This design comes from an exercise in tuning for small area and a short achievable clock period on the open sky130 flow, not from production work. Only simulation tests tie the RTL to the original design; equivalence was not proved. Power figures rest on the tool's default switching activity, not on a simulated workload.

===== design/flow/flow/run.sh =====
#!/bin/bash
# Layout flow: the standard flow, with the port buffers that
# buffer_ports inserts made of the plain buffer sky130_fd_sc_hd__buf_1
# (the resizer may still resize them) instead of its default pick.
# Each tool's output goes to the ORFS logs; make's own output to flow.log.
set -o pipefail
export BUFFER_PORTS_ARGS="-buffer_cell sky130_fd_sc_hd__buf_1"
bash standard.sh > flow.log 2>&1

===== design/flow/standard.sh =====
#!/bin/bash
# synth_recipe.tcl (not shown) runs the flow's synth.tcl, then flattens the netlist and writes it again
# the make line also repeats each setting of config.mk as NAME=value (left out here)
make -C /OpenROAD-flow-scripts/flow DESIGN_CONFIG=/design/flow/config.mk WORK_HOME=/design/flow/orfs CLKGATE_MAP_FILE= SYNTH_SCRIPT=/design/flow/synth_recipe.tcl "${@:-finish}"

===== design/flow/config.mk =====
export PLATFORM = sky130hd
export DESIGN_NAME = mesh
export DESIGN_NICKNAME = mesh
export VERILOG_FILES = /design/flow/design.v
export SDC_FILE = /design/flow/constraint.sdc
export NUM_CORES = 4
export LEC_CHECK = 0
export CAP_MARGIN = 20
export CORE_MARGIN = 2
export CORE_UTILIZATION = 45
export CTS_CLUSTER_DIAMETER = 100
export CTS_CLUSTER_SIZE = 24
export PLACE_DENSITY = 0.65
export SETUP_SLACK_MARGIN = 2.7
export SLEW_MARGIN = 20
export SYNTH_HIERARCHICAL = 1
export SYNTH_MINIMUM_KEEP_SIZE = 0

===== design/flow/design.v =====
module MAC (
    input  wire [8:0]  NEG,
    input  wire [8:0]  ONE,
    input  wire [8:0]  TWO,
    input  wire [17:0] B,
    input  wire        CSEL,
    input  wire [34:0] ACC_S,
    input  wire [5:0] ACC_C,
    output wire [34:0] P_S,
    output wire [5:0] P_C
    );
    wire pp0_0, pp0_1, pp0_2, pp0_3, pp0_4, pp0_5, pp0_6, pp0_7, pp0_8, pp0_9, pp0_10, pp0_11;
    wire pp0_12, pp0_13, pp0_14, pp0_15, pp0_16, pp0_17, pp0_18, pp1_0, pp1_1, pp1_2, pp1_3, pp1_4;
    wire pp1_5, pp1_6, pp1_7, pp1_8, pp1_9, pp1_10, pp1_11, pp1_12, pp1_13, pp1_14, pp1_15, pp1_16;
    wire pp1_17, pp1_18, pp2_0, pp2_1, pp2_2, pp2_3, pp2_4, pp2_5, pp2_6, pp2_7, pp2_8, pp2_9;
    wire pp2_10, pp2_11, pp2_12, pp2_13, pp2_14, pp2_15, pp2_16, pp2_17, pp2_18, pp3_0, pp3_1, pp3_2;
    wire pp3_3, pp3_4, pp3_5, pp3_6, pp3_7, pp3_8, pp3_9, pp3_10, pp3_11, pp3_12, pp3_13, pp3_14;
    wire pp3_15, pp3_16, pp3_17, pp3_18, pp4_0, pp4_1, pp4_2, pp4_3, pp4_4, pp4_5, pp4_6, pp4_7;
    wire pp4_8, pp4_9, pp4_10, pp4_11, pp4_12, pp4_13, pp4_14, pp4_15, pp4_16, pp4_17, pp4_18, pp5_0;
    wire pp5_1, pp5_2, pp5_3, pp5_4, pp5_5, pp5_6, pp5_7, pp5_8, pp5_9, pp5_10, pp5_11, pp5_12;
    wire pp5_13, pp5_14, pp5_15, pp5_16, pp5_17, pp5_18, pp6_0, pp6_1, pp6_2, pp6_3, pp6_4, pp6_5;
    wire pp6_6, pp6_7, pp6_8, pp6_9, pp6_10, pp6_11, pp6_12, pp6_13, pp6_14, pp6_15, pp6_16, pp6_17;
    wire pp6_18, pp7_0, pp7_1, pp7_2, pp7_3, pp7_4, pp7_5, pp7_6, pp7_7, pp7_8, pp7_9, pp7_10;
    wire pp7_11, pp7_12, pp7_13, pp7_14, pp7_15, pp7_16, pp7_17, pp7_18, pp8_0, pp8_1, pp8_2, pp8_3;
    wire pp8_4, pp8_5, pp8_6, pp8_7, pp8_8, pp8_9, pp8_10, pp8_11, pp8_12, pp8_13, pp8_14, pp8_15;
    wire pp8_16, pp8_17, pp8_18, as0, as1, as2, as3, as4, as5, as6, as7, as8;
    wire as9, as10, as11, as12, as13, as14, as15, as16, as17, as18, as19, as20;
    wire as21, as22, as23, as24, as25, as26, as27, as28, as29, as30, as31, as32;
    wire as33, as34, s1, c1, s2, c2, s3, c3, s4, c4, s5, c5;
    wire s6, c6, s7, c7, s8, c8, s9, c9, s10, c10, s11, c11;
    wire s12, c12, s13, c13, s14, c14, s15, c15, s16, c16, s17, c17;
    wire s18, c18, s19, c19, s20, c20, s21, c21, s22, c22, s23, c23;
    wire s24, c24, s25, c25, s26, c26, s27, c27, s28, c28, s29, c29;
    wire s30, c30, s31, c31, s32, c32, s33, c33, s34, c34, s35, c35;
    wire s36, c36, s37, c37, s38, c38, s39, c39, s40, c40, s41, c41;
    wire s42, c42, s43, c43, s44, c44, s45, c45, s46, c46, s47, c47;
    wire s48, c48, s49, c49, s50, c50, s51, c51, s52, c52, s53, c53;
    wire s54, c54, s55, c55, s56, c56, s57, c57, s58, c58, s59, c59;
    wire s60, c60, s61, c61, s62, c62, s63, c63, s64, c64, s65, c65;
    wire s66, c66, s67, c67, s68, c68, s69, c69, s70, c70, s71, c71;
    wire s72, c72, s73, c73, s74, c74, s75, c75, s76, c76, s77, c77;
    wire s78, c78, s79, c79, s80, c80, s81, c81, s82, c82, s83, c83;
    wire s84, c84, s85, c85, s86, c86, s87, c87, s88, c88, s89, c89;
    wire s90, c90, s91, c91, s92, c92, s93, c93, s94, c94, s95, c95;
    wire s96, c96, s97, c97, s98, c98, s99, c99, s100, c100, s101, c101;
    wire s102, c102, s103, c103, s104, c104, s105, c105, s106, c106, s107, c107;
    wire s108, c108, s109, c109, s110, c110, s111, c111, s112, c112, s113, c113;
    wire s114, c114, s115, c115, s116, c116, s117, c117, s118, c118, s119, c119;
    wire s120, c120, s121, c121, s122, c122, s123, c123, s124, c124, s125, c125;
    wire s126, c126, s127, c127, s128, c128, s129, c129, s130, c130, s131, c131;
    wire s132, c132, s133, c133, s134, c134, s135, c135, s136, c136, s137, c137;
    wire s138, c138, s139, c139, s140, c140, s141, c141, s142, c142, s143, c143;
    wire s144, c144, s145, c145, s146, c146, s147, c147, s148, c148, s149, c149;
    wire s150, c150, s151, c151, s152, c152, s153, c153, s154, c154, s155, c155;
    wire s156, c156, s157, c157, s158, c158, s159, c159, s160, c160, s161, c161;
    wire ac0, ac1, ac2, ac3, ac4, ac5;
    assign pp0_0 = (B[0] & ONE[0]) ^ NEG[0];
    assign pp0_1 = ((B[1] & ONE[0]) | (B[0] & TWO[0])) ^ NEG[0];
    assign pp0_2 = ((B[2] & ONE[0]) | (B[1] & TWO[0])) ^ NEG[0];
    assign pp0_3 = ((B[3] & ONE[0]) | (B[2] & TWO[0])) ^ NEG[0];
    assign pp0_4 = ((B[4] & ONE[0]) | (B[3] & TWO[0])) ^ NEG[0];
    assign pp0_5 = ((B[5] & ONE[0]) | (B[4] & TWO[0])) ^ NEG[0];
    assign pp0_6 = ((B[6] & ONE[0]) | (B[5] & TWO[0])) ^ NEG[0];
    assign pp0_7 = ((B[7] & ONE[0]) | (B[6] & TWO[0])) ^ NEG[0];
    assign pp0_8 = ((B[8] & ONE[0]) | (B[7] & TWO[0])) ^ NEG[0];
    assign pp0_9 = ((B[9] & ONE[0]) | (B[8] & TWO[0])) ^ NEG[0];
    assign pp0_10 = ((B[10] & ONE[0]) | (B[9] & TWO[0])) ^ NEG[0];
    assign pp0_11 = ((B[11] & ONE[0]) | (B[10] & TWO[0])) ^ NEG[0];
    assign pp0_12 = ((B[12] & ONE[0]) | (B[11] & TWO[0])) ^ NEG[0];
    assign pp0_13 = ((B[13] & ONE[0]) | (B[12] & TWO[0])) ^ NEG[0];
    assign pp0_14 = ((B[14] & ONE[0]) | (B[13] & TWO[0])) ^ NEG[0];
    assign pp0_15 = ((B[15] & ONE[0]) | (B[14] & TWO[0])) ^ NEG[0];
    assign pp0_16 = ((B[16] & ONE[0]) | (B[15] & TWO[0])) ^ NEG[0];
    assign pp0_17 = ((B[17] & ONE[0]) | (B[16] & TWO[0])) ^ NEG[0];
    assign pp0_18 = ~(((B[17] & ONE[0]) | (B[17] & TWO[0])) ^ NEG[0]);
    assign pp1_0 = (B[0] & ONE[1]) ^ NEG[1];
    assign pp1_1 = ((B[1] & ONE[1]) | (B[0] & TWO[1])) ^ NEG[1];
    assign pp1_2 = ((B[2] & ONE[1]) | (B[1] & TWO[1])) ^ NEG[1];
    assign pp1_3 = ((B[3] & ONE[1]) | (B[2] & TWO[1])) ^ NEG[1];
    assign pp1_4 = ((B[4] & ONE[1]) | (B[3] & TWO[1])) ^ NEG[1];
    assign pp1_5 = ((B[5] & ONE[1]) | (B[4] & TWO[1])) ^ NEG[1];
    assign pp1_6 = ((B[6] & ONE[1]) | (B[5] & TWO[1])) ^ NEG[1];
    assign pp1_7 = ((B[7] & ONE[1]) | (B[6] & TWO[1])) ^ NEG[1];
    assign pp1_8 = ((B[8] & ONE[1]) | (B[7] & TWO[1])) ^ NEG[1];
    assign pp1_9 = ((B[9] & ONE[1]) | (B[8] & TWO[1])) ^ NEG[1];
    assign pp1_10 = ((B[10] & ONE[1]) | (B[9] & TWO[1])) ^ NEG[1];
    assign pp1_11 = ((B[11] & ONE[1]) | (B[10] & TWO[1])) ^ NEG[1];
    assign pp1_12 = ((B[12] & ONE[1]) | (B[11] & TWO[1])) ^ NEG[1];
    assign pp1_13 = ((B[13] & ONE[1]) | (B[12] & TWO[1])) ^ NEG[1];
    assign pp1_14 = ((B[14] & ONE[1]) | (B[13] & TWO[1])) ^ NEG[1];
    assign pp1_15 = ((B[15] & ONE[1]) | (B[14] & TWO[1])) ^ NEG[1];
    assign pp1_16 = ((B[16] & ONE[1]) | (B[15] & TWO[1])) ^ NEG[1];
    assign pp1_17 = ((B[17] & ONE[1]) | (B[16] & TWO[1])) ^ NEG[1];
    assign pp1_18 = ~(((B[17] & ONE[1]) | (B[17] & TWO[1])) ^ NEG[1]);
    assign pp2_0 = (B[0] & ONE[2]) ^ NEG[2];
    assign pp2_1 = ((B[1] & ONE[2]) | (B[0] & TWO[2])) ^ NEG[2];
    assign pp2_2 = ((B[2] & ONE[2]) | (B[1] & TWO[2])) ^ NEG[2];
    assign pp2_3 = ((B[3] & ONE[2]) | (B[2] & TWO[2])) ^ NEG[2];
    assign pp2_4 = ((B[4] & ONE[2]) | (B[3] & TWO[2])) ^ NEG[2];
    assign pp2_5 = ((B[5] & ONE[2]) | (B[4] & TWO[2])) ^ NEG[2];
    assign pp2_6 = ((B[6] & ONE[2]) | (B[5] & TWO[2])) ^ NEG[2];
    assign pp2_7 = ((B[7] & ONE[2]) | (B[6] & TWO[2])) ^ NEG[2];
    assign pp2_8 = ((B[8] & ONE[2]) | (B[7] & TWO[2])) ^ NEG[2];
    assign pp2_9 = ((B[9] & ONE[2]) | (B[8] & TWO[2])) ^ NEG[2];
    assign pp2_10 = ((B[10] & ONE[2]) | (B[9] & TWO[2])) ^ NEG[2];
    assign pp2_11 = ((B[11] & ONE[2]) | (B[10] & TWO[2])) ^ NEG[2];
    assign pp2_12 = ((B[12] & ONE[2]) | (B[11] & TWO[2])) ^ NEG[2];
    assign pp2_13 = ((B[13] & ONE[2]) | (B[12] & TWO[2])) ^ NEG[2];
    assign pp2_14 = ((B[14] & ONE[2]) | (B[13] & TWO[2])) ^ NEG[2];
    assign pp2_15 = ((B[15] & ONE[2]) | (B[14] & TWO[2])) ^ NEG[2];
    assign pp2_16 = ((B[16] & ONE[2]) | (B[15] & TWO[2])) ^ NEG[2];
    assign pp2_17 = ((B[17] & ONE[2]) | (B[16] & TWO[2])) ^ NEG[2];
    assign pp2_18 = ~(((B[17] & ONE[2]) | (B[17] & TWO[2])) ^ NEG[2]);
    assign pp3_0 = (B[0] & ONE[3]) ^ NEG[3];
    assign pp3_1 = ((B[1] & ONE[3]) | (B[0] & TWO[3])) ^ NEG[3];
    assign pp3_2 = ((B[2] & ONE[3]) | (B[1] & TWO[3])) ^ NEG[3];
    assign pp3_3 = ((B[3] & ONE[3]) | (B[2] & TWO[3])) ^ NEG[3];
    assign pp3_4 = ((B[4] & ONE[3]) | (B[3] & TWO[3])) ^ NEG[3];
    assign pp3_5 = ((B[5] & ONE[3]) | (B[4] & TWO[3])) ^ NEG[3];
    assign pp3_6 = ((B[6] & ONE[3]) | (B[5] & TWO[3])) ^ NEG[3];
    assign pp3_7 = ((B[7] & ONE[3]) | (B[6] & TWO[3])) ^ NEG[3];
    assign pp3_8 = ((B[8] & ONE[3]) | (B[7] & TWO[3])) ^ NEG[3];
    assign pp3_9 = ((B[9] & ONE[3]) | (B[8] & TWO[3])) ^ NEG[3];
    assign pp3_10 = ((B[10] & ONE[3]) | (B[9] & TWO[3])) ^ NEG[3];
    assign pp3_11 = ((B[11] & ONE[3]) | (B[10] & TWO[3])) ^ NEG[3];
    assign pp3_12 = ((B[12] & ONE[3]) | (B[11] & TWO[3])) ^ NEG[3];
    assign pp3_13 = ((B[13] & ONE[3]) | (B[12] & TWO[3])) ^ NEG[3];
    assign pp3_14 = ((B[14] & ONE[3]) | (B[13] & TWO[3])) ^ NEG[3];
    assign pp3_15 = ((B[15] & ONE[3]) | (B[14] & TWO[3])) ^ NEG[3];
    assign pp3_16 = ((B[16] & ONE[3]) | (B[15] & TWO[3])) ^ NEG[3];
    assign pp3_17 = ((B[17] & ONE[3]) | (B[16] & TWO[3])) ^ NEG[3];
    assign pp3_18 = ~(((B[17] & ONE[3]) | (B[17] & TWO[3])) ^ NEG[3]);
    assign pp4_0 = (B[0] & ONE[4]) ^ NEG[4];
    assign pp4_1 = ((B[1] & ONE[4]) | (B[0] & TWO[4])) ^ NEG[4];
    assign pp4_2 = ((B[2] & ONE[4]) | (B[1] & TWO[4])) ^ NEG[4];
    assign pp4_3 = ((B[3] & ONE[4]) | (B[2] & TWO[4])) ^ NEG[4];
    assign pp4_4 = ((B[4] & ONE[4]) | (B[3] & TWO[4])) ^ NEG[4];
    assign pp4_5 = ((B[5] & ONE[4]) | (B[4] & TWO[4])) ^ NEG[4];
    assign pp4_6 = ((B[6] & ONE[4]) | (B[5] & TWO[4])) ^ NEG[4];
    assign pp4_7 = ((B[7] & ONE[4]) | (B[6] & TWO[4])) ^ NEG[4];
    assign pp4_8 = ((B[8] & ONE[4]) | (B[7] & TWO[4])) ^ NEG[4];
    assign pp4_9 = ((B[9] & ONE[4]) | (B[8] & TWO[4])) ^ NEG[4];
    assign pp4_10 = ((B[10] & ONE[4]) | (B[9] & TWO[4])) ^ NEG[4];
    assign pp4_11 = ((B[11] & ONE[4]) | (B[10] & TWO[4])) ^ NEG[4];
    assign pp4_12 = ((B[12] & ONE[4]) | (B[11] & TWO[4])) ^ NEG[4];
    assign pp4_13 = ((B[13] & ONE[4]) | (B[12] & TWO[4])) ^ NEG[4];
    assign pp4_14 = ((B[14] & ONE[4]) | (B[13] & TWO[4])) ^ NEG[4];
    assign pp4_15 = ((B[15] & ONE[4]) | (B[14] & TWO[4])) ^ NEG[4];
    assign pp4_16 = ((B[16] & ONE[4]) | (B[15] & TWO[4])) ^ NEG[4];
    assign pp4_17 = ((B[17] & ONE[4]) | (B[16] & TWO[4])) ^ NEG[4];
    assign pp4_18 = ~(((B[17] & ONE[4]) | (B[17] & TWO[4])) ^ NEG[4]);
    assign pp5_0 = (B[0] & ONE[5]) ^ NEG[5];
    assign pp5_1 = ((B[1] & ONE[5]) | (B[0] & TWO[5])) ^ NEG[5];
    assign pp5_2 = ((B[2] & ONE[5]) | (B[1] & TWO[5])) ^ NEG[5];
    assign pp5_3 = ((B[3] & ONE[5]) | (B[2] & TWO[5])) ^ NEG[5];
    assign pp5_4 = ((B[4] & ONE[5]) | (B[3] & TWO[5])) ^ NEG[5];
    assign pp5_5 = ((B[5] & ONE[5]) | (B[4] & TWO[5])) ^ NEG[5];
    assign pp5_6 = ((B[6] & ONE[5]) | (B[5] & TWO[5])) ^ NEG[5];
    assign pp5_7 = ((B[7] & ONE[5]) | (B[6] & TWO[5])) ^ NEG[5];
    assign pp5_8 = ((B[8] & ONE[5]) | (B[7] & TWO[5])) ^ NEG[5];
    assign pp5_9 = ((B[9] & ONE[5]) | (B[8] & TWO[5])) ^ NEG[5];
    assign pp5_10 = ((B[10] & ONE[5]) | (B[9] & TWO[5])) ^ NEG[5];
    assign pp5_11 = ((B[11] & ONE[5]) | (B[10] & TWO[5])) ^ NEG[5];
    assign pp5_12 = ((B[12] & ONE[5]) | (B[11] & TWO[5])) ^ NEG[5];
    assign pp5_13 = ((B[13] & ONE[5]) | (B[12] & TWO[5])) ^ NEG[5];
    assign pp5_14 = ((B[14] & ONE[5]) | (B[13] & TWO[5])) ^ NEG[5];
    assign pp5_15 = ((B[15] & ONE[5]) | (B[14] & TWO[5])) ^ NEG[5];
    assign pp5_16 = ((B[16] & ONE[5]) | (B[15] & TWO[5])) ^ NEG[5];
    assign pp5_17 = ((B[17] & ONE[5]) | (B[16] & TWO[5])) ^ NEG[5];
    assign pp5_18 = ~(((B[17] & ONE[5]) | (B[17] & TWO[5])) ^ NEG[5]);
    assign pp6_0 = (B[0] & ONE[6]) ^ NEG[6];
    assign pp6_1 = ((B[1] & ONE[6]) | (B[0] & TWO[6])) ^ NEG[6];
    assign pp6_2 = ((B[2] & ONE[6]) | (B[1] & TWO[6])) ^ NEG[6];
    assign pp6_3 = ((B[3] & ONE[6]) | (B[2] & TWO[6])) ^ NEG[6];
    assign pp6_4 = ((B[4] & ONE[6]) | (B[3] & TWO[6])) ^ NEG[6];
    assign pp6_5 = ((B[5] & ONE[6]) | (B[4] & TWO[6])) ^ NEG[6];
    assign pp6_6 = ((B[6] & ONE[6]) | (B[5] & TWO[6])) ^ NEG[6];
    assign pp6_7 = ((B[7] & ONE[6]) | (B[6] & TWO[6])) ^ NEG[6];
    assign pp6_8 = ((B[8] & ONE[6]) | (B[7] & TWO[6])) ^ NEG[6];
    assign pp6_9 = ((B[9] & ONE[6]) | (B[8] & TWO[6])) ^ NEG[6];
    assign pp6_10 = ((B[10] & ONE[6]) | (B[9] & TWO[6])) ^ NEG[6];
    assign pp6_11 = ((B[11] & ONE[6]) | (B[10] & TWO[6])) ^ NEG[6];
    assign pp6_12 = ((B[12] & ONE[6]) | (B[11] & TWO[6])) ^ NEG[6];
    assign pp6_13 = ((B[13] & ONE[6]) | (B[12] & TWO[6])) ^ NEG[6];
    assign pp6_14 = ((B[14] & ONE[6]) | (B[13] & TWO[6])) ^ NEG[6];
    assign pp6_15 = ((B[15] & ONE[6]) | (B[14] & TWO[6])) ^ NEG[6];
    assign pp6_16 = ((B[16] & ONE[6]) | (B[15] & TWO[6])) ^ NEG[6];
    assign pp6_17 = ((B[17] & ONE[6]) | (B[16] & TWO[6])) ^ NEG[6];
    assign pp6_18 = ~(((B[17] & ONE[6]) | (B[17] & TWO[6])) ^ NEG[6]);
    assign pp7_0 = (B[0] & ONE[7]) ^ NEG[7];
    assign pp7_1 = ((B[1] & ONE[7]) | (B[0] & TWO[7])) ^ NEG[7];
    assign pp7_2 = ((B[2] & ONE[7]) | (B[1] & TWO[7])) ^ NEG[7];
    assign pp7_3 = ((B[3] & ONE[7]) | (B[2] & TWO[7])) ^ NEG[7];
    assign pp7_4 = ((B[4] & ONE[7]) | (B[3] & TWO[7])) ^ NEG[7];
    assign pp7_5 = ((B[5] & ONE[7]) | (B[4] & TWO[7])) ^ NEG[7];
    assign pp7_6 = ((B[6] & ONE[7]) | (B[5] & TWO[7])) ^ NEG[7];
    assign pp7_7 = ((B[7] & ONE[7]) | (B[6] & TWO[7])) ^ NEG[7];
    assign pp7_8 = ((B[8] & ONE[7]) | (B[7] & TWO[7])) ^ NEG[7];
    assign pp7_9 = ((B[9] & ONE[7]) | (B[8] & TWO[7])) ^ NEG[7];
    assign pp7_10 = ((B[10] & ONE[7]) | (B[9] & TWO[7])) ^ NEG[7];
    assign pp7_11 = ((B[11] & ONE[7]) | (B[10] & TWO[7])) ^ NEG[7];
    assign pp7_12 = ((B[12] & ONE[7]) | (B[11] & TWO[7])) ^ NEG[7];
    assign pp7_13 = ((B[13] & ONE[7]) | (B[12] & TWO[7])) ^ NEG[7];
    assign pp7_14 = ((B[14] & ONE[7]) | (B[13] & TWO[7])) ^ NEG[7];
    assign pp7_15 = ((B[15] & ONE[7]) | (B[14] & TWO[7])) ^ NEG[7];
    assign pp7_16 = ((B[16] & ONE[7]) | (B[15] & TWO[7])) ^ NEG[7];
    assign pp7_17 = ((B[17] & ONE[7]) | (B[16] & TWO[7])) ^ NEG[7];
    assign pp7_18 = ~(((B[17] & ONE[7]) | (B[17] & TWO[7])) ^ NEG[7]);
    assign pp8_0 = (B[0] & ONE[8]) ^ NEG[8];
    assign pp8_1 = ((B[1] & ONE[8]) | (B[0] & TWO[8])) ^ NEG[8];
    assign pp8_2 = ((B[2] & ONE[8]) | (B[1] & TWO[8])) ^ NEG[8];
    assign pp8_3 = ((B[3] & ONE[8]) | (B[2] & TWO[8])) ^ NEG[8];
    assign pp8_4 = ((B[4] & ONE[8]) | (B[3] & TWO[8])) ^ NEG[8];
    assign pp8_5 = ((B[5] & ONE[8]) | (B[4] & TWO[8])) ^ NEG[8];
    assign pp8_6 = ((B[6] & ONE[8]) | (B[5] & TWO[8])) ^ NEG[8];
    assign pp8_7 = ((B[7] & ONE[8]) | (B[6] & TWO[8])) ^ NEG[8];
    assign pp8_8 = ((B[8] & ONE[8]) | (B[7] & TWO[8])) ^ NEG[8];
    assign pp8_9 = ((B[9] & ONE[8]) | (B[8] & TWO[8])) ^ NEG[8];
    assign pp8_10 = ((B[10] & ONE[8]) | (B[9] & TWO[8])) ^ NEG[8];
    assign pp8_11 = ((B[11] & ONE[8]) | (B[10] & TWO[8])) ^ NEG[8];
    assign pp8_12 = ((B[12] & ONE[8]) | (B[11] & TWO[8])) ^ NEG[8];
    assign pp8_13 = ((B[13] & ONE[8]) | (B[12] & TWO[8])) ^ NEG[8];
    assign pp8_14 = ((B[14] & ONE[8]) | (B[13] & TWO[8])) ^ NEG[8];
    assign pp8_15 = ((B[15] & ONE[8]) | (B[14] & TWO[8])) ^ NEG[8];
    assign pp8_16 = ((B[16] & ONE[8]) | (B[15] & TWO[8])) ^ NEG[8];
    assign pp8_17 = ((B[17] & ONE[8]) | (B[16] & TWO[8])) ^ NEG[8];
    assign pp8_18 = ~(((B[17] & ONE[8]) | (B[17] & TWO[8])) ^ NEG[8]);
    assign as0 = ACC_S[0] & CSEL;
    assign as1 = ACC_S[1] & CSEL;
    assign as2 = ACC_S[2] & CSEL;
    assign as3 = ACC_S[3] & CSEL;
    assign as4 = ACC_S[4] & CSEL;
    assign as5 = ACC_S[5] & CSEL;
    assign as6 = ACC_S[6] & CSEL;
    assign as7 = ACC_S[7] & CSEL;
    assign as8 = ACC_S[8] & CSEL;
    assign as9 = ACC_S[9] & CSEL;
    assign as10 = ACC_S[10] & CSEL;
    assign as11 = ACC_S[11] & CSEL;
    assign as12 = ACC_S[12] & CSEL;
    assign as13 = ACC_S[13] & CSEL;
    assign as14 = ACC_S[14] & CSEL;
    assign as15 = ACC_S[15] & CSEL;
    assign as16 = ACC_S[16] & CSEL;
    assign as17 = ACC_S[17] & CSEL;
    assign as18 = ACC_S[18] & CSEL;
    assign as19 = ACC_S[19] & CSEL;
    assign as20 = ACC_S[20] & CSEL;
    assign as21 = ACC_S[21] & CSEL;
    assign as22 = ACC_S[22] & CSEL;
    assign as23 = ACC_S[23] & CSEL;
    assign as24 = ACC_S[24] & CSEL;
    assign as25 = ACC_S[25] & CSEL;
    assign as26 = ACC_S[26] & CSEL;
    assign as27 = ACC_S[27] & CSEL;
    assign as28 = ACC_S[28] & CSEL;
    assign as29 = ACC_S[29] & CSEL;
    assign as30 = ACC_S[30] & CSEL;
    assign as31 = ACC_S[31] & CSEL;
    assign as32 = ACC_S[32] & CSEL;
    assign as33 = ACC_S[33] & CSEL;
    assign as34 = ACC_S[34] & CSEL;
    assign ac0 = ACC_C[0] & CSEL;
    assign ac1 = ACC_C[1] & CSEL;
    assign ac2 = ACC_C[2] & CSEL;
    assign ac3 = ACC_C[3] & CSEL;
    assign ac4 = ACC_C[4] & CSEL;
    assign ac5 = ACC_C[5] & CSEL;
    FA us1 (.a(NEG[1]), .b(pp0_2), .ci(pp1_0), .s(s1), .co(c1));
    FA us2 (.a(pp0_3), .b(pp1_1), .ci(as3), .s(s2), .co(c2));
    FA us3 (.a(NEG[2]), .b(pp1_2), .ci(pp0_4), .s(s3), .co(c3));
    FAL us4 (.a(pp2_0), .b(as4), .cl(c2), .s(s4), .co(c4));
    FA us5 (.a(pp1_3), .b(pp0_5), .ci(pp2_1), .s(s5), .co(c5));
    FA us6 (.a(as5), .b(c3), .ci(s5), .s(s6), .co(c6));
    FA us7 (.a(NEG[3]), .b(pp1_4), .ci(as6), .s(s7), .co(c7));
    FA us8 (.a(pp2_2), .b(pp0_6), .ci(pp3_0), .s(s8), .co(c8));
    FA us9 (.a(c5), .b(s7), .ci(s8), .s(s9), .co(c9));
    FA us10 (.a(pp1_5), .b(pp2_3), .ci(as7), .s(s10), .co(c10));
    FAL us11 (.a(pp3_1), .b(pp0_7), .cl(c7), .s(s11), .co(c11));
    FA us12 (.a(c8), .b(s10), .ci(s11), .s(s12), .co(c12));
    FA us13 (.a(NEG[4]), .b(pp4_0), .ci(pp0_8), .s(s13), .co(c13));
    FA us14 (.a(pp3_2), .b(pp2_4), .ci(pp1_6), .s(s14), .co(c14));
    FA us15 (.a(as8), .b(c10), .ci(s13), .s(s15), .co(c15));
    FAL us16 (.a(s14), .b(c11), .cl(s15), .s(s16), .co(c16));
    FA us17 (.a(pp3_3), .b(pp2_5), .ci(as9), .s(s17), .co(c17));
    FA us18 (.a(pp1_7), .b(pp0_9), .ci(pp4_1), .s(s18), .co(c18));
    FA us19 (.a(c13), .b(c14), .ci(s17), .s(s19), .co(c19));
    FAL us20 (.a(s18), .b(c15), .cl(s19), .s(s20), .co(c20));
    FA us21 (.a(NEG[5]), .b(pp4_2), .ci(pp5_0), .s(s21), .co(c21));
    FA us22 (.a(pp0_10), .b(pp2_6), .ci(pp3_4), .s(s22), .co(c22));
    FAL us23 (.a(pp1_8), .b(as10), .cl(c17), .s(s23), .co(c23));
    FA us24 (.a(c18), .b(s21), .ci(s23), .s(s24), .co(c24));
    FAL us25 (.a(s22), .b(c19), .cl(s24), .s(s25), .co(c25));
    FA us26 (.a(pp1_9), .b(pp3_5), .ci(pp5_1), .s(s26), .co(c26));
    FA us27 (.a(pp2_7), .b(pp0_11), .ci(pp4_3), .s(s27), .co(c27));
    FA us28 (.a(as11), .b(c21), .ci(c22), .s(s28), .co(c28));
    FA us29 (.a(s27), .b(s26), .ci(c23), .s(s29), .co(c29));
    FA us30 (.a(s28), .b(c24), .ci(s29), .s(s30), .co(c30));
    FA us31 (.a(NEG[6]), .b(pp5_2), .ci(pp0_12), .s(s31), .co(c31));
    FA us32 (.a(pp4_4), .b(pp1_10), .ci(pp6_0), .s(s32), .co(c32));
    FA us33 (.a(pp3_6), .b(pp2_8), .ci(as12), .s(s33), .co(c33));
    FA us34 (.a(c27), .b(c26), .ci(s31), .s(s34), .co(c34));
    FAL us35 (.a(s33), .b(s32), .cl(c28), .s(s35), .co(c35));
    FA us36 (.a(c29), .b(s34), .ci(s35), .s(s36), .co(c36));
    FA us37 (.a(pp6_1), .b(pp1_11), .ci(pp4_5), .s(s37), .co(c37));
    FA us38 (.a(pp3_7), .b(pp5_3), .ci(as13), .s(s38), .co(c38));
    FAL us39 (.a(pp2_9), .b(pp0_13), .cl(c31), .s(s39), .co(c39));
    FA us40 (.a(c33), .b(c32), .ci(s38), .s(s40), .co(c40));
    FAL us41 (.a(s37), .b(s39), .cl(c34), .s(s41), .co(c41));
    FA us42 (.a(s40), .b(c35), .ci(s41), .s(s42), .co(c42));
    FA us43 (.a(NEG[7]), .b(pp2_10), .ci(pp5_4), .s(s43), .co(c43));
    FA us44 (.a(pp6_2), .b(pp1_12), .ci(pp4_6), .s(s44), .co(c44));
    FA us45 (.a(pp3_8), .b(pp0_14), .ci(pp7_0), .s(s45), .co(c45));
    FA us46 (.a(as14), .b(c38), .ci(c37), .s(s46), .co(c46));
    FA us47 (.a(s43), .b(s44), .ci(s45), .s(s47), .co(c47));
    FA us48 (.a(c39), .b(c40), .ci(s46), .s(s48), .co(c48));
    FAL us49 (.a(s47), .b(c41), .cl(s48), .s(s49), .co(c49));
    FA us50 (.a(pp7_1), .b(pp1_13), .ci(pp6_3), .s(s50), .co(c50));
    FA us51 (.a(pp2_11), .b(pp3_9), .ci(pp0_15), .s(s51), .co(c51));
    FA us52 (.a(pp5_5), .b(pp4_7), .ci(as15), .s(s52), .co(c52));
    FA us53 (.a(c43), .b(c45), .ci(c44), .s(s53), .co(c53));
    FA us54 (.a(s51), .b(s52), .ci(s50), .s(s54), .co(c54));
    FA us55 (.a(c46), .b(c47), .ci(s53), .s(s55), .co(c55));
    FA us56 (.a(s54), .b(c48), .ci(s55), .s(s56), .co(c56));
    FA us57 (.a(NEG[8]), .b(pp7_2), .ci(pp1_14), .s(s57), .co(c57));
    FA us58 (.a(pp0_16), .b(pp4_8), .ci(pp2_12), .s(s58), .co(c58));
    FA us59 (.a(pp3_10), .b(pp6_4), .ci(pp5_6), .s(s59), .co(c59));
    FAL us60 (.a(pp8_0), .b(as16), .cl(c52), .s(s60), .co(c60));
    FA us61 (.a(c50), .b(c51), .ci(s59), .s(s61), .co(c61));
    FA us62 (.a(s57), .b(s58), .ci(s60), .s(s62), .co(c62));
    FA us63 (.a(c53), .b(c54), .ci(s61), .s(s63), .co(c63));
    FAL us64 (.a(s62), .b(c55), .cl(s63), .s(s64), .co(c64));
    FA us65 (.a(pp7_3), .b(pp3_11), .ci(pp4_9), .s(s65), .co(c65));
    FA us66 (.a(pp0_17), .b(pp1_15), .ci(pp6_5), .s(s66), .co(c66));
    FA us67 (.a(pp8_1), .b(pp2_13), .ci(pp5_7), .s(s67), .co(c67));
    FA us68 (.a(as17), .b(c57), .ci(c59), .s(s68), .co(c68));
    FA us69 (.a(c58), .b(s67), .ci(s65), .s(s69), .co(c69));
    FAL us70 (.a(s66), .b(c60), .cl(c61), .s(s70), .co(c70));
    FA us71 (.a(s68), .b(c62), .ci(s69), .s(s71), .co(c71));
    FA us72 (.a(s70), .b(c63), .ci(s71), .s(s72), .co(c72));
    assign s73 = ~(pp3_12 ^ pp7_4);
    assign c73 = pp3_12 | pp7_4;
    FA us74 (.a(pp4_10), .b(pp8_2), .ci(as18), .s(s74), .co(c74));
    FA us75 (.a(pp6_6), .b(pp2_14), .ci(pp1_16), .s(s75), .co(c75));
    FAL us76 (.a(pp5_8), .b(pp0_18), .cl(s73), .s(s76), .co(c76));
    FA us77 (.a(c67), .b(c65), .ci(c66), .s(s77), .co(c77));
    FA us78 (.a(s76), .b(s75), .ci(s74), .s(s78), .co(c78));
    FA us79 (.a(c68), .b(c69), .ci(s77), .s(s79), .co(c79));
    FAL us80 (.a(s78), .b(c70), .cl(c71), .s(s80), .co(c80));
    HA us81 (.a(s79), .b(s80), .s(s81), .co(c81));
    assign s82 = ~(pp6_7 ^ as19);
    assign c82 = pp6_7 | as19;
    FA us83 (.a(pp1_17), .b(pp2_15), .ci(pp7_5), .s(s83), .co(c83));
    FA us84 (.a(pp8_3), .b(pp5_9), .ci(pp3_13), .s(s84), .co(c84));
    FA us85 (.a(pp4_11), .b(c73), .ci(s82), .s(s85), .co(c85));
    FA us86 (.a(c75), .b(c74), .ci(c76), .s(s86), .co(c86));
    FAL us87 (.a(s84), .b(s83), .cl(s85), .s(s87), .co(c87));
    FA us88 (.a(c77), .b(c78), .ci(s86), .s(s88), .co(c88));
    FA us89 (.a(s87), .b(c79), .ci(s88), .s(s89), .co(c89));
    HA us90 (.a(c80), .b(c81), .s(s90), .co(c90));
    FA us91 (.a(pp3_14), .b(pp1_18), .ci(pp6_8), .s(s91), .co(c91));
    FA us92 (.a(pp5_10), .b(pp2_16), .ci(pp8_4), .s(s92), .co(c92));
    FA us93 (.a(pp4_12), .b(pp7_6), .ci(as20), .s(s93), .co(c93));
    FA us94 (.a(c82), .b(c83), .ci(c84), .s(s94), .co(c94));
    FA us95 (.a(s92), .b(s91), .ci(c85), .s(s95), .co(c95));
    FA us96 (.a(s93), .b(c86), .ci(s94), .s(s96), .co(c96));
    FAL us97 (.a(c87), .b(s95), .cl(c88), .s(s97), .co(c97));
    FAL us98 (.a(s96), .b(s97), .cl(c89), .s(s98), .co(c98));
    assign s99 = ~(pp7_7 ^ pp4_13);
    assign c99 = pp7_7 | pp4_13;
    FA us100 (.a(pp6_9), .b(pp2_17), .ci(as21), .s(s100), .co(c100));
    FA us101 (.a(pp3_15), .b(pp5_11), .ci(pp8_5), .s(s101), .co(c101));
    FA us102 (.a(s99), .b(c92), .ci(c93), .s(s102), .co(c102));
    FA us103 (.a(c91), .b(s100), .ci(s101), .s(s103), .co(c103));
    FA us104 (.a(c94), .b(s102), .ci(c95), .s(s104), .co(c104));
    FAL us105 (.a(s103), .b(c96), .cl(s104), .s(s105), .co(c105));
    HA us106 (.a(c97), .b(s105), .s(s106), .co(c106));
    FA us107 (.a(pp2_18), .b(pp8_6), .ci(pp4_14), .s(s107), .co(c107));
    FA us108 (.a(pp7_8), .b(pp3_16), .ci(pp5_12), .s(s108), .co(c108));
    FAL us109 (.a(pp6_10), .b(as22), .cl(c99), .s(s109), .co(c109));
    FA us110 (.a(c101), .b(c100), .ci(s109), .s(s110), .co(c110));
    FAL us111 (.a(s108), .b(s107), .cl(c102), .s(s111), .co(c111));
    FA us112 (.a(c103), .b(s111), .ci(s110), .s(s112), .co(c112));
    FAL us113 (.a(c104), .b(s112), .cl(c105), .s(s113), .co(c113));
    assign s114 = ~(pp6_11 ^ pp3_17);
    assign c114 = pp6_11 | pp3_17;
    FA us115 (.a(pp8_7), .b(pp5_13), .ci(pp4_15), .s(s115), .co(c115));
    FAL us116 (.a(pp7_9), .b(as23), .cl(s114), .s(s116), .co(c116));
    FA us117 (.a(c108), .b(c107), .ci(c109), .s(s117), .co(c117));
    FAL us118 (.a(s115), .b(s116), .cl(c110), .s(s118), .co(c118));
    FA us119 (.a(c111), .b(s117), .ci(s118), .s(s119), .co(c119));
    HA us120 (.a(c112), .b(s119), .s(s120), .co(c120));
    FA us121 (.a(pp5_14), .b(pp7_10), .ci(pp3_18), .s(s121), .co(c121));
    FA us122 (.a(pp8_8), .b(pp6_12), .ci(pp4_16), .s(s122), .co(c122));
    FAL us123 (.a(as24), .b(c114), .cl(s121), .s(s123), .co(c123));
    FA us124 (.a(c115), .b(s122), .ci(c116), .s(s124), .co(c124));
    FA us125 (.a(s123), .b(c117), .ci(s124), .s(s125), .co(c125));
    FA us126 (.a(c118), .b(c119), .ci(s125), .s(s126), .co(c126));
    assign s127 = ~(pp5_15 ^ pp7_11);
    assign c127 = pp5_15 | pp7_11;
    FA us128 (.a(pp8_9), .b(pp6_13), .ci(as25), .s(s128), .co(c128));
    FAL us129 (.a(pp4_17), .b(s127), .cl(c122), .s(s129), .co(c129));
    FAL us130 (.a(c121), .b(s128), .cl(s129), .s(s130), .co(c130));
    FA us131 (.a(c123), .b(c124), .ci(s130), .s(s131), .co(c131));
    HA us132 (.a(c125), .b(s131), .s(s132), .co(c132));
    FA us133 (.a(pp5_16), .b(pp4_18), .ci(as26), .s(s133), .co(c133));
    FA us134 (.a(pp6_14), .b(pp8_10), .ci(pp7_12), .s(s134), .co(c134));
    FA us135 (.a(c127), .b(c128), .ci(s134), .s(s135), .co(c135));
    FAL us136 (.a(s133), .b(c129), .cl(s135), .s(s136), .co(c136));
    FAL us137 (.a(c130), .b(s136), .cl(c131), .s(s137), .co(c137));
    assign s138 = ~(pp5_17 ^ pp6_15);
    assign c138 = pp5_17 | pp6_15;
    FA us139 (.a(pp8_11), .b(pp7_13), .ci(as27), .s(s139), .co(c139));
    FA us140 (.a(s138), .b(c134), .ci(c133), .s(s140), .co(c140));
    FA us141 (.a(s139), .b(c135), .ci(s140), .s(s141), .co(c141));
    HA us142 (.a(c136), .b(s141), .s(s142), .co(c142));
    FA us143 (.a(pp8_12), .b(pp6_16), .ci(pp5_18), .s(s143), .co(c143));
    FAL us144 (.a(pp7_14), .b(as28), .cl(c138), .s(s144), .co(c144));
    FA us145 (.a(c139), .b(s143), .ci(s144), .s(s145), .co(c145));
    FAL us146 (.a(c140), .b(s145), .cl(c141), .s(s146), .co(c146));
    assign s147 = ~(pp8_13 ^ as29);
    assign c147 = pp8_13 | as29;
    FAL us148 (.a(pp7_15), .b(pp6_17), .cl(s147), .s(s148), .co(c148));
    FA us149 (.a(c143), .b(s148), .ci(c144), .s(s149), .co(c149));
    HA us150 (.a(c145), .b(s149), .s(s150), .co(c150));
    FA us151 (.a(pp7_16), .b(pp8_14), .ci(as30), .s(s151), .co(c151));
    FAL us152 (.a(pp6_18), .b(c147), .cl(c148), .s(s152), .co(c152));
    FAL us153 (.a(s151), .b(s152), .cl(c149), .s(s153), .co(c153));
    assign s154 = ~(pp8_15 ^ pp7_17);
    assign c154 = pp8_15 | pp7_17;
    FAL us155 (.a(as31), .b(s154), .cl(c151), .s(s155), .co(c155));
    HA us156 (.a(s155), .b(c152), .s(s156), .co(c156));
    FA us157 (.a(pp8_16), .b(pp7_18), .ci(as32), .s(s157), .co(c157));
    FAL us158 (.a(c154), .b(s157), .cl(c155), .s(s158), .co(c158));
    assign s159 = ~(pp8_17 ^ as33);
    assign c159 = pp8_17 | as33;
    HA us160 (.a(s159), .b(c157), .s(s160), .co(c160));
    FAL us161 (.a(pp8_18), .b(as34), .cl(c159), .s(s161), .co(c161));
    wire [34:0] X = {c160, c158, c156, c153, c150, c146, c142, c137, c132, c126, c120, c113, c106, c98, c90, s89, c72, c64, c56, c49, c42, c36, c30, c25, c20, c16, c12, c9, c6, c4, s3, c1, as2, pp0_1, pp0_0};
    wire [34:0] Y = {s161, s160, s158, s156, s153, s150, s146, s142, s137, s132, s126, s120, s113, s106, s98, s90, s81, s72, s64, s56, s49, s42, s36, s30, s25, s20, s16, s12, s9, s6, s4, s2, s1, as1, as0};
    wire [11:0] blk0 = {1'b0, X[9:0], NEG[0]} + {1'b0, Y[9:0], NEG[0]};
    assign {P_C[0], P_S[9:0]} = blk0[11:1];
    wire [9:0] blk1 = {1'b0, X[17:10], ac0} + {1'b0, Y[17:10], ac0};
    assign {P_C[1], P_S[17:10]} = blk1[9:1];
    wire [3:0] blk2 = {1'b0, X[19:18], ac1} + {1'b0, Y[19:18], ac1};
    assign {P_C[2], P_S[19:18]} = blk2[3:1];
    wire [3:0] blk3 = {1'b0, X[21:20], ac2} + {1'b0, Y[21:20], ac2};
    assign {P_C[3], P_S[21:20]} = blk3[3:1];
    wire [4:0] blk4 = {1'b0, X[24:22], ac3} + {1'b0, Y[24:22], ac3};
    assign {P_C[4], P_S[24:22]} = blk4[4:1];
    wire [4:0] blk5 = {1'b0, X[27:25], ac4} + {1'b0, Y[27:25], ac4};
    assign {P_C[5], P_S[27:25]} = blk5[4:1];
    wire [8:0] blk6 = {1'b0, X[34:28], ac5} + {1'b0, Y[34:28], ac5};
    assign P_S[34:28] = blk6[7:1];
endmodule
module MACRES (
    input  wire [34:0] S,
    input  wire [5:0] C,
    output wire [17:0] R
    );
    wire [34:0] cv = {1'b0, 1'b0, 1'b0, 1'b0, 1'b0, 1'b0, C[5], 1'b0, 1'b0, C[4], 1'b0, 1'b0, C[3], 1'b0, C[2], 1'b0, C[1], 1'b0, 1'b0, 1'b0, 1'b0, 1'b0, 1'b0, 1'b0, C[0], 1'b0, 1'b0, 1'b0, 1'b0, 1'b0, 1'b0, 1'b0, 1'b0, 1'b0, 1'b0};
    wire [34:0] p = S + cv;
    assign R = p[34:17];
endmodule
module FA (input wire a, input wire b, input wire ci, output wire s, output wire co);
    assign s = a ^ b ^ ci;
    assign co = (a & b) | (a & ci) | (b & ci);
endmodule
module FAL (input wire a, input wire b, input wire cl, output wire s, output wire co);
    wire p, g;
    HA h (.a(a), .b(b), .s(p), .co(g));
    XOR2 x (.a(p), .b(cl), .y(s));
    AO21 o (.a(p), .b(cl), .c(g), .y(co));
endmodule
module XOR2 (input wire a, input wire b, output wire y);
    assign y = a ^ b;
endmodule
module AO21 (input wire a, input wire b, input wire c, output wire y);
    assign y = (a & b) | c;
endmodule
module HA (input wire a, input wire b, output wire s, output wire co);
    assign s = a ^ b;
    assign co = a & b;
endmodule
`timescale 1ns / 1ps
module dly # (
    parameter integer DATA_WIDTH = 18,
    parameter integer CYC_DLY = 1
)
(
    input wire clk,
    input wire [DATA_WIDTH-1:0] din,
    output wire [DATA_WIDTH-1:0] dout
    );
    reg [DATA_WIDTH-1:0] dlys [CYC_DLY-1:0];
    always @ (posedge clk)
        dlys[0] <= din;
    genvar i;
    generate
    for(i = 1; i < CYC_DLY; i = i + 1)
    begin : stage
        always @ (posedge clk)
            dlys[i] <= dlys[i-1];
    end
    endgenerate
    assign dout = dlys[CYC_DLY-1];
endmodule
`timescale 1ns / 1ps
module node(
    input wire clk,
    input wire rstn,
    input wire [8:0] ain_neg,
    input wire [8:0] ain_one,
    input wire [8:0] ain_two,
    input wire [17:0] bin,
    input wire csel,
    output wire [8:0] aout_neg,
    output wire [8:0] aout_one,
    output wire [8:0] aout_two,
    output wire [17:0] res
    );
    reg [8:0] bufa_neg, bufa_one, bufa_two;
    assign aout_neg = bufa_neg;
    assign aout_one = bufa_one;
    assign aout_two = bufa_two;
    always @ (posedge clk)
    begin
        if(1'b0 == rstn)
        begin
            bufa_neg <= 9'd0;
            bufa_one <= 9'd0;
            bufa_two <= 9'd0;
        end
        else
        begin
            bufa_neg <= ain_neg;
            bufa_one <= ain_one;
            bufa_two <= ain_two;
        end
    end
    reg [17:0] bufb;
    always @ (posedge clk)
        bufb <= bin;
    reg [34:0] p_s;
    reg [5:0] p_c;
    wire [34:0] n_s;
    wire [5:0] n_c;
    MAC dspcore (
        .NEG(bufa_neg),
        .ONE(bufa_one),
        .TWO(bufa_two),
        .B(bufb),
        .CSEL(csel),
        .ACC_S(p_s),
        .ACC_C(p_c),
        .P_S(n_s),
        .P_C(n_c)
    );
    always @ (posedge clk)
    begin
        p_s <= n_s;
        p_c <= n_c;
    end
    MACRES resadd (
        .S(p_s),
        .C(p_c),
        .R(res)
    );
endmodule
`timescale 1ns / 1ps
module mesh # (
    parameter integer IDX_WIDTH_FOR_NODES = 3,
    parameter integer NUM_NODES = 2 ** IDX_WIDTH_FOR_NODES
)
(
    input clk,
    input rstn,
    input [17:0] init,
    input [1:0] asel,
    input [NUM_NODES-1:0] csels,
    input [IDX_WIDTH_FOR_NODES-1:0] ressel,
    input [1:0] dinsel,
    input [18*NUM_NODES-1:0] mbram_dout,
    input [17:0] vbram0_dout,
    input [17:0] vbram1_dout,
    output [17:0] vbram0_din,
    output [17:0] vbram1_din
    );
    wire [17:0] bdly [NUM_NODES-1:0];
    assign bdly[0] = mbram_dout[17:0];
    genvar i;
    generate
    for(i = 1; i < NUM_NODES; i = i + 1)
    begin : lane
        dly # (
            .DATA_WIDTH(18),
            .CYC_DLY(i)
        ) dly_inst (
            .clk(clk),
            .din(mbram_dout[18*i +: 18]),
            .dout(bdly[i])
        );
    end
    endgenerate
    wire [17:0] vbram_dout_selected = asel[0] ? vbram1_dout : vbram0_dout;
    wire [17:0] ain_selected = asel[1] ? init : vbram_dout_selected;
    wire [18:0] ax = {ain_selected, 1'b0};
    wire [8:0] dneg [NUM_NODES:0];
    wire [8:0] done [NUM_NODES:0];
    wire [8:0] dtwo [NUM_NODES:0];
    generate
    for(i = 0; i < 9; i = i + 1)
    begin : rec
        assign done[0][i] = ax[2*i+1] ^ ax[2*i];
        assign dtwo[0][i] = (ax[2*i+2] & ~ax[2*i+1] & ~ax[2*i]) |
                            (~ax[2*i+2] & ax[2*i+1] & ax[2*i]);
        assign dneg[0][i] = ax[2*i+2] & ~(ax[2*i+1] & ax[2*i]);
    end
    endgenerate
    wire [17:0] ress [NUM_NODES-1:0];
    generate
    for(i = 0; i < NUM_NODES; i = i + 1)
    begin : nd
        node node_in_mesh (
            .clk(clk),
            .rstn(rstn),
            .ain_neg(dneg[i]),
            .ain_one(done[i]),
            .ain_two(dtwo[i]),
            .bin(bdly[i]),
            .csel(csels[i]),
            .aout_neg(dneg[i+1]),
            .aout_one(done[i+1]),
            .aout_two(dtwo[i+1]),
            .res(ress[i])
        );
    end
    endgenerate
    reg [17:0] res_bufs [NUM_NODES-1:0];
    generate
    for(i = 0; i < NUM_NODES; i = i + 1)
    begin : rb
        always @ (posedge clk)
            res_bufs[i] <= ress[i];
    end
    endgenerate
    wire [NUM_NODES-1:0] oh [5:0];
    generate
    for(i = 0; i < 6; i = i + 1)
    begin : dc
        DEC3 dec (.s(ressel), .oh(oh[i]));
    end
    endgenerate
    wire [1:0] dn = ~dinsel;
    generate
    for(i = 0; i < 18; i = i + 1)
    begin : ob
        wire [NUM_NODES-1:0] h = oh[i / 3];
        wire [3:0] n0, n1;
        wire m0, m1;
        AOI22 g0 (.a1(h[0]), .a2(res_bufs[0][i]), .b1(h[1]), .b2(res_bufs[1][i]), .y(n0[0]));
        AOI22 g1 (.a1(h[2]), .a2(res_bufs[2][i]), .b1(h[3]), .b2(res_bufs[3][i]), .y(n0[1]));
        AOI22 g2 (.a1(h[4]), .a2(res_bufs[4][i]), .b1(h[5]), .b2(res_bufs[5][i]), .y(n0[2]));
        AOI22 g3 (.a1(h[6]), .a2(res_bufs[6][i]), .b1(h[7]), .b2(res_bufs[7][i]), .y(n0[3]));
        AOI22 g4 (.a1(h[0]), .a2(res_bufs[0][i]), .b1(h[1]), .b2(res_bufs[1][i]), .y(n1[0]));
        AOI22 g5 (.a1(h[2]), .a2(res_bufs[2][i]), .b1(h[3]), .b2(res_bufs[3][i]), .y(n1[1]));
        AOI22 g6 (.a1(h[4]), .a2(res_bufs[4][i]), .b1(h[5]), .b2(res_bufs[5][i]), .y(n1[2]));
        AOI22 g7 (.a1(h[6]), .a2(res_bufs[6][i]), .b1(h[7]), .b2(res_bufs[7][i]), .y(n1[3]));
        NAND4 g8 (.a(n0[0]), .b(n0[1]), .c(n0[2]), .d(n0[3]), .y(m0));
        NAND4 g9 (.a(n1[0]), .b(n1[1]), .c(n1[2]), .d(n1[3]), .y(m1));
        MUXN o0 (.s(dinsel[0]), .sn(dn[0]), .d1(vbram1_dout[i]), .d0(m0), .y(vbram0_din[i]));
        MUXN o1 (.s(dinsel[1]), .sn(dn[1]), .d1(vbram0_dout[i]), .d0(m1), .y(vbram1_din[i]));
    end
    endgenerate
endmodule
module DEC3 (input wire [2:0] s, output wire [7:0] oh);
    genvar i;
    generate
    for(i = 0; i < 8; i = i + 1)
    begin : d
        assign oh[i] = (s == i);
    end
    endgenerate
endmodule
module AOI22 (input wire a1, input wire a2, input wire b1, input wire b2, output wire y);
    assign y = ~((a1 & a2) | (b1 & b2));
endmodule
module NAND4 (input wire a, input wire b, input wire c, input wire d, output wire y);
    assign y = ~(a & b & c & d);
endmodule
module NAND2 (input wire a, input wire b, output wire y);
    assign y = ~(a & b);
endmodule
module MUXN (input wire s, input wire sn, input wire d1, input wire d0, output wire y);
    wire t1, t0;
    NAND2 n1 (.a(s), .b(d1), .y(t1));
    NAND2 n0 (.a(sn), .b(d0), .y(t0));
    NAND2 n2 (.a(t1), .b(t0), .y(y));
endmodule

===== design/flow/constraint.sdc =====
create_clock -name core_clock -period 7.0 [get_ports {clk}]
set_input_delay 1.4000 -clock core_clock [delete_from_list [all_inputs] [get_ports {clk}]]
set_output_delay 1.4000 -clock core_clock [all_outputs]
set_load 0.01 [all_outputs]

==> impl_metrics.csv, run 1 <==
group,metric,value,unit
run_status,status,"no timing/DRC/antenna violations",
critical_path,cpMaxStageDelayCell,"nor3_2",
timing,post-route-period-util,0.604,
grt,antenna_found_initial,8,
timing,finalHoldViolations,0,
floorplan,fp.dieH,480,µm
cts,hold_buffers,0,
logic_synthesis,netlist_area,102000,µm²
routing,wirelength,303,mm
finish,finish.instance_area,109000,µm²
routing,dr.first_iter.drc_count,6192,
place,finalWeightedCongestion,0.939,
finish,nets,11374,
power,irDropWorstVdd,0.478,mV
timing,fin_crit,4.23,ns
critical_path,path_class,"input pin to output port",
power,swShare,0.421,
floorplan,fp.dieArea,230000,µm²
finish,regArea,27200,µm²
grt,grt.total_usage,0.258,
timing,finClkSkew,0.0472,ns
cts,cts-root-buf,"clkbuf_16",
cts,clk-insertion-delay-late,0.77,ns
critical_path,worstPathArrival,2.83,ns
routing,vias,73817,
power,p_total,0.0366,W
logic_synthesis,ys.warnings.count,24,
timing,rsz0062_at_grt,"no",
logic_synthesis,synth_cells,9816,
critical_path,worstSetupStartpointType,"input pin",
cts,cts_tree,"built",
critical_path,cp-end-kind,"output port",
routing,first_pass_iters,6,
routing,top_layer,"met5",
cts,cts_max_path_buffers,3,
power,cellPowerDensity,336,nW/µm²
routing,ant_nets,0,
power,combPwrFrac,0.542,
grt,grt_pass1_wl,464,mm
critical_path,setup.worst_path.start,"ressel[2]",
logic_synthesis,syn-num-nets,11687,
critical_path,critPathMaxFanout,24,
hold_path,hp-start,"lane[3].dly_inst.dlys[0][10]",
hold_path,hp-class,"flop to flop",
finish,multi_input_area,72000,µm²
cts,h-tree-depth,3,
grt,grt_max_degree,100,
routing,wl_met1,120,mm
cts,cts_made_buffers,80,
power,intPower,0.0212,W
timing,worst_slack,2.77,ns
critical_path,crit_required,5.60,ns
floorplan,floorplan.initialDensity,0.453,
timing,whs,0.304,ns
cts,cts.sinks,1336,
cts,clk_pin_slew,0.09,ns
finish,syn_to_final_growth,7.05,%
floorplan,core-area,225000,µm²
job,max_cap_viol_count,0,
power,power.leakage,45.9,nW
critical_path,critPathMaxStageDelay,0.54,ns
logic_synthesis,syn_area_per_cell,10.4,µm²
timing,slew_viol_final,0,
routing,routed_via_density,5.88,
place,dp_hpwl,218,mm
critical_path,cp.buffers_inverters,2,
critical_path,critical_path.top_delay_family,"simple AND/OR/NAND/NOR gates",
critical_path,r2r-start,"nd[0].node_in_mesh.bufa_two[6]",
routing,wl_met3,22.2,mm
power,clkPwrFrac,0.142,
critical_path,crit_path_frequent_cell,"nand2_1",
routing,wl_met2,141,mm
timing,setup_tns,0,ns
timing,setup_viol,0,
timing,timing.fmax,237,MHz
floorplan,row_count,174,
timing,maxSlewHeadroom,0.123,
place,place_area,106000,µm²
floorplan,ios,251,
power,p_seq_frac,0.316,
finish,drive_gt1_frac,0.139,
timing,tightest_slew,1.31,ns
place,io_buffers,250,
critical_path,cp_cell_sequence,"buf_6, nor3_2, a22oi_2, nand4_1, nand2_1, nand2_1, buf_1",
power,p_switching,0.0154,W
place,dp_slack,1.75,ns
routing,wl_per_cell,24.1,µm
floorplan,die_w,480,µm
grt,grt_pass1_vias,77106,
grt,gr-total-overflow,0,
finish,fillers,20433,
critical_path,r2r_setup_slack,2.81,ns
routing,drc,0,
per-layer routing:
metal  vias to the layer above  GRT usage
li1                      33070          -
met1                     36628      0.320
met2                      3309      0.425
met3                       808     0.0421
met4                         2      0.149
met5                         -          0
cells in the final DEF (no fill, tap or decap), types with 34 or more instances in the layout:
master,instances
nand3_1,69
o21ai_0,131
a31o_2,40
dfxtp_4,49
ha_4,48
xor2_1,560
a22oi_1,1224
clkbuf_16,84
and2_2,168
dfxtp_1,1066
nor2b_1,34
xnor2_1,1440
buf_4,136
inv_1,328
dfxtp_2,221
and2_1,303
nor2_1,137
a21oi_1,137
a22oi_2,144
o21ai_1,55
a21o_1,344
ha_1,711
buf_1,235
nand2_1,342
nand4_1,92
fa_1,733
fa_2,163
state kept, by name, summed over array words and instances, names as in the netlist:
name,count
res_bufs,144
lane.dly_inst.dlys,504
nd.node_in_mesh.p_c,48
nd.node_in_mesh.bufa_one,72
nd.node_in_mesh.bufb,144
nd.node_in_mesh.p_s,280
nd.node_in_mesh.bufa_neg,72
nd.node_in_mesh.bufa_two,72
path summary, 6_finish.rpt:
path | end | depth (start not counted)
max | vbram1_din[6] | 7
min reg2reg | lane[3].dly_inst.dlys[1][10] | 0
max reg2reg | nd[0].node_in_mesh.p_s[16] | 11
min | lane[3].dly_inst.dlys[1][10] | 0
per-stage QoR:
| step | util | std cells |
|---|---|---|
| 5_1_grt | 0.485 | 12549 |
| 6_report | 0.485 | 12558 |
| 2_1_floorplan | - | 9816 |
| 4_1_cts | 0.483 | 12534 |
| 3_5_place_dp | 0.469 | 12406 |
| 3_3_place_gp | 0.469 | 12406 |
timing repair:
action | CTS | global route
cloned | 0 | 3
pin swaps | 1 | 2
buffers inserted | 3 | 1
gates resized for setup | 240 | 155
setup endpoints to repair | 120 | 153
power by group through the flow:
stage,Sequential [W],Combinational (W),Clock [W]
3_5_place_dp,0.0117,0.0196,0
6_report,0.0116,0.0198,0.00521
3_3_place_gp,0.0117,0.0190,0
2_1_floorplan,0.0103,0.0159,0
5_1_grt,0.0117,0.0224,0.00566
4_1_cts,0.0115,0.0198,0.00543
cell type report:
class	instances	share of cell area
multi-input combinational	7353	0.660
sequential	1336	0.249
tap	2992	0.0343
timing repair buffer	395	0.0200
clock buffer	86	0.0189
inverter	337	0.0116
clock inverter	39	0.00512
antenna	20	0.000459
worst register-to-register path, stage by stage (launching register included):
cell and delay, ns:
dfxtp_2 0.71, a22oi_1 0.20, xnor2_1 0.19, fa_1 0.55
fa_1 0.45, fa_1 0.51, fa_1 0.58, ha_4 0.24
and4_1 0.16, a211oi_1 0.20, o21ai_1 0.14, xor2_1 0.15
==> inputs of run 2 (changes only) <==
--- a/design/flow/config.mk
+++ b/design/flow/config.mk
@@ -11,7 +11,7 @@
 export CTS_CLUSTER_DIAMETER = 100
 export CTS_CLUSTER_SIZE = 24
 export PLACE_DENSITY = 0.65
-export SETUP_SLACK_MARGIN = 2.7
+export SETUP_SLACK_MARGIN = 2.5
 export SLEW_MARGIN = 20
 export SYNTH_HIERARCHICAL = 1
 export SYNTH_MINIMUM_KEEP_SIZE = 0
==> run 2 against run 1 <==
Effect of this change:
- still clean on timing, DRC and antenna
- maximum frequency fell by 6.1%
- non-clock buffer count rose by 1
- sequential cell count did not move
- sequential power barely moved
- critical endpoint is now vbram0_din[15]
==> impl_metrics.csv, run 2 <==
group,metric,value,unit
floorplan,fp.dieArea,230000,µm²
logic_synthesis,ys.warnings.count,24,
cts,clk_pin_slew,0.09,ns
timing,timing.fmax,222,MHz
timing,finalHoldViolations,0,
timing,setup_viol,0,
floorplan,floorplan.initialDensity,0.453,
routing,routed_via_density,5.93,
cts,cts-root-buf,"clkbuf_16",
routing,drc,0,
floorplan,fp.dieH,480,µm
finish,post-route-util,0.481,
finish,syn_to_final_growth,6.09,%
finish,regMostFlops,"lane.dly_inst.dlys",
power,cellPowerDensity,331,nW/µm²
floorplan,row_count,174,
critical_path,worstSetupStartpointType,"input pin",
finish,final_cells,12561,
timing,fin_crit,4.50,ns
finish,top_regs,"lane.dly_inst.dlys: 504 flops, nd.node_in_mesh.p_s: 280 flops",
run_status,status,"no timing/DRC/antenna violations",
power,power.leakage,46.1,nW
logic_synthesis,netlist_area,102000,µm²
job,max_cap_viol_count,0,
critical_path,path_class,"input pin to output port",
cts,clk-insertion-delay-late,0.80,ns
cts,cts_made_buffers,85,
routing,ant_nets,0,
place,io_buffers,250,
floorplan,core-area,225000,µm²
hold_path,holdPathStages,0,
timing,finClkSkew,0.0475,ns
grt,gr-total-overflow,0,
place,dp_hpwl,212,mm
routing,dr.first_iter.drc_count,7033,
finish,layout_commonest_cell,"xnor2_1",
grt,grt.total_usage,0.256,
finish,drive_gt1_frac,0.115,
timing,maxSlewHeadroom,0.223,
floorplan,die_w,480,µm
cts,h-tree-depth,3,
grt,grt_pass1_vias,78361,
finish,largest_reg_flops,504,
timing,tightest_slew,1.14,ns
routing,wl_per_cell,23.9,µm
timing,slew_viol_final,0,
routing,first_pass_iters,8,
cts,cts_max_path_buffers,3,
finish,nets,11380,
timing,rsz0062_at_grt,"no",
grt,grt_pass1_wl,462,mm
place,finalWeightedCongestion,0.966,
critical_path,crit_required,5.60,ns
routing,vias,74488,
logic_synthesis,synth_cells,9816,
hold_path,hp-class,"flop to flop",
critical_path,cp-end-kind,"output port",
timing,post-route-period-util,0.643,
routing,wirelength,300,mm
logic_synthesis,syn-num-nets,11687,
grt,antenna_found_initial,10,
grt,grt_max_degree,88,
finish,final_cell_mix,"1,440 x xnor2_1, 1,224 x a22oi_1, 1,094 x dfxtp_1, 857 x fa_1, 744 x ha_1",
logic_synthesis,syn_area_per_cell,10.4,µm²
timing,setup_tns,0,ns
critical_path,critPathMaxFanout,24,
cts,hold_buffers,0,
place,dp.cells,12409,
cts,cts_tree,"built",
cts,cts.sinks,1336,
critical_path,r2r_cells,12,
critical_path,worstPathArrival,3.10,ns
floorplan,ios,251,
power,irDropWorstVdd,0.412,mV
run 2: worst paths after layout:
kind | from | endpoint | slack, ns
hold reg to reg | lane[4].dly_inst.dlys[3][6] | nd[4].node_in_mesh.bufb[6] | 0.31
setup reg to reg | nd[3].node_in_mesh.bufa_neg[4] | nd[3].node_in_mesh.p_s[17] | 2.63
hold / removal | lane[4].dly_inst.dlys[3][6] | nd[4].node_in_mesh.bufb[6] | 0.31
setup / recovery | ressel[2] | vbram0_din[15] | 2.50
run 2: through the flow:
stage | hold slack, ns | total power (W) | setup WS, ns | area [µm²]
finish | 0.313 | 0.0358 | 2.50 | 108000
floorplan | 0.310 | 0.0255 | 2.49 | 102000
detailed placement | 0.312 | 0.0300 | 1.50 | 105000
CTS | 0.313 | 0.0359 | 2.50 | 108000
global route | 0.322 | 0.0388 | 2.50 | 108000
global placement | 0.310 | 0.0295 | 1.49 | 105000
run 2: final cells by class:
| class | count | area, µm² |
|---|---|---|
| Timing Repair Buffer | 396 | 2140 |
| Multi-Input combinational cell | 7353 | 71000 |
| Clock buffer | 93 | 2220 |
| Sequential cell | 1336 | 27100 |
| Inverter | 337 | 1260 |
| Fill cell | 20522 | 117000 |
| Antenna cell | 6 | 15.0 |
| Clock inverter | 48 | 696 |
| Tap cell | 2992 | 3740 |
run 2: report_power, final:
group          internal, W  leakage, nW  switching [W]
Combinational      0.00901         33.5        0.00990
Sequential         0.00936         11.2        0.00193
Clock              0.00253         1.41        0.00304
Total               0.0209         46.1         0.0149
run 2: routing by layer:
| metal | share of wire | up-vias | track usage |
|---|---|---|---|
| li1 | - | 33088 | - |
| met1 | 0.40 | 36979 | 0.325 |
| met2 | 0.46 | 3589 | 0.415 |
| met3 | 0.079 | 826 | 0.0452 |
| met4 | 0.057 | 6 | 0.135 |
| met5 | 0.00013 | - | 0 |
run 2: what timing repair did:
action | in CTS | in global routing
setup buffers | 0 | 1
hold endpoints to repair | 0 | 0
gates resized for setup | 80 | 215
gates cloned | 0 | 4
endpoints found under the setup margin | 66 | 108
pin swaps | 5 | 4
run 2: worst max-delay path: stages:
cell and delay (ns):
clkbuf_16 0.18, and3b_2 0.29, a22oi_2 0.31, nand4_1 0.43, nand2_1 0.24, nand2_1 0.08, buf_1 0.13

==> port drivers added, routing unchanged <==
In the flow no input, the clock included, has a driving cell. The finished layouts below were timed again as built, in two steps.
Step 1 assumes that a clkbuf_16 drives the clock port and a buf_2 every other input.
Step 2 also shifts input and output timing later by t, the mid clock arrival at the registers, as if the neighbouring blocks saw the same clock.
a / b / c = ideal / step 1 / step 2; a / b = the first two.
run | t (ns) | setup WS [ns] | worst data-port slew with drivers (ns)
run 1 | 0.841 | 2.773 / 2.675 / 2.013 | 0.15
run 2 | 0.862 | 2.499 / 2.267 / 1.926 | 0.26
After both steps setup and hold are still met in every run listed. The setup slack of run 1, which loses most, moves by -0.098 ns with the drivers and by -0.760 ns with both steps.
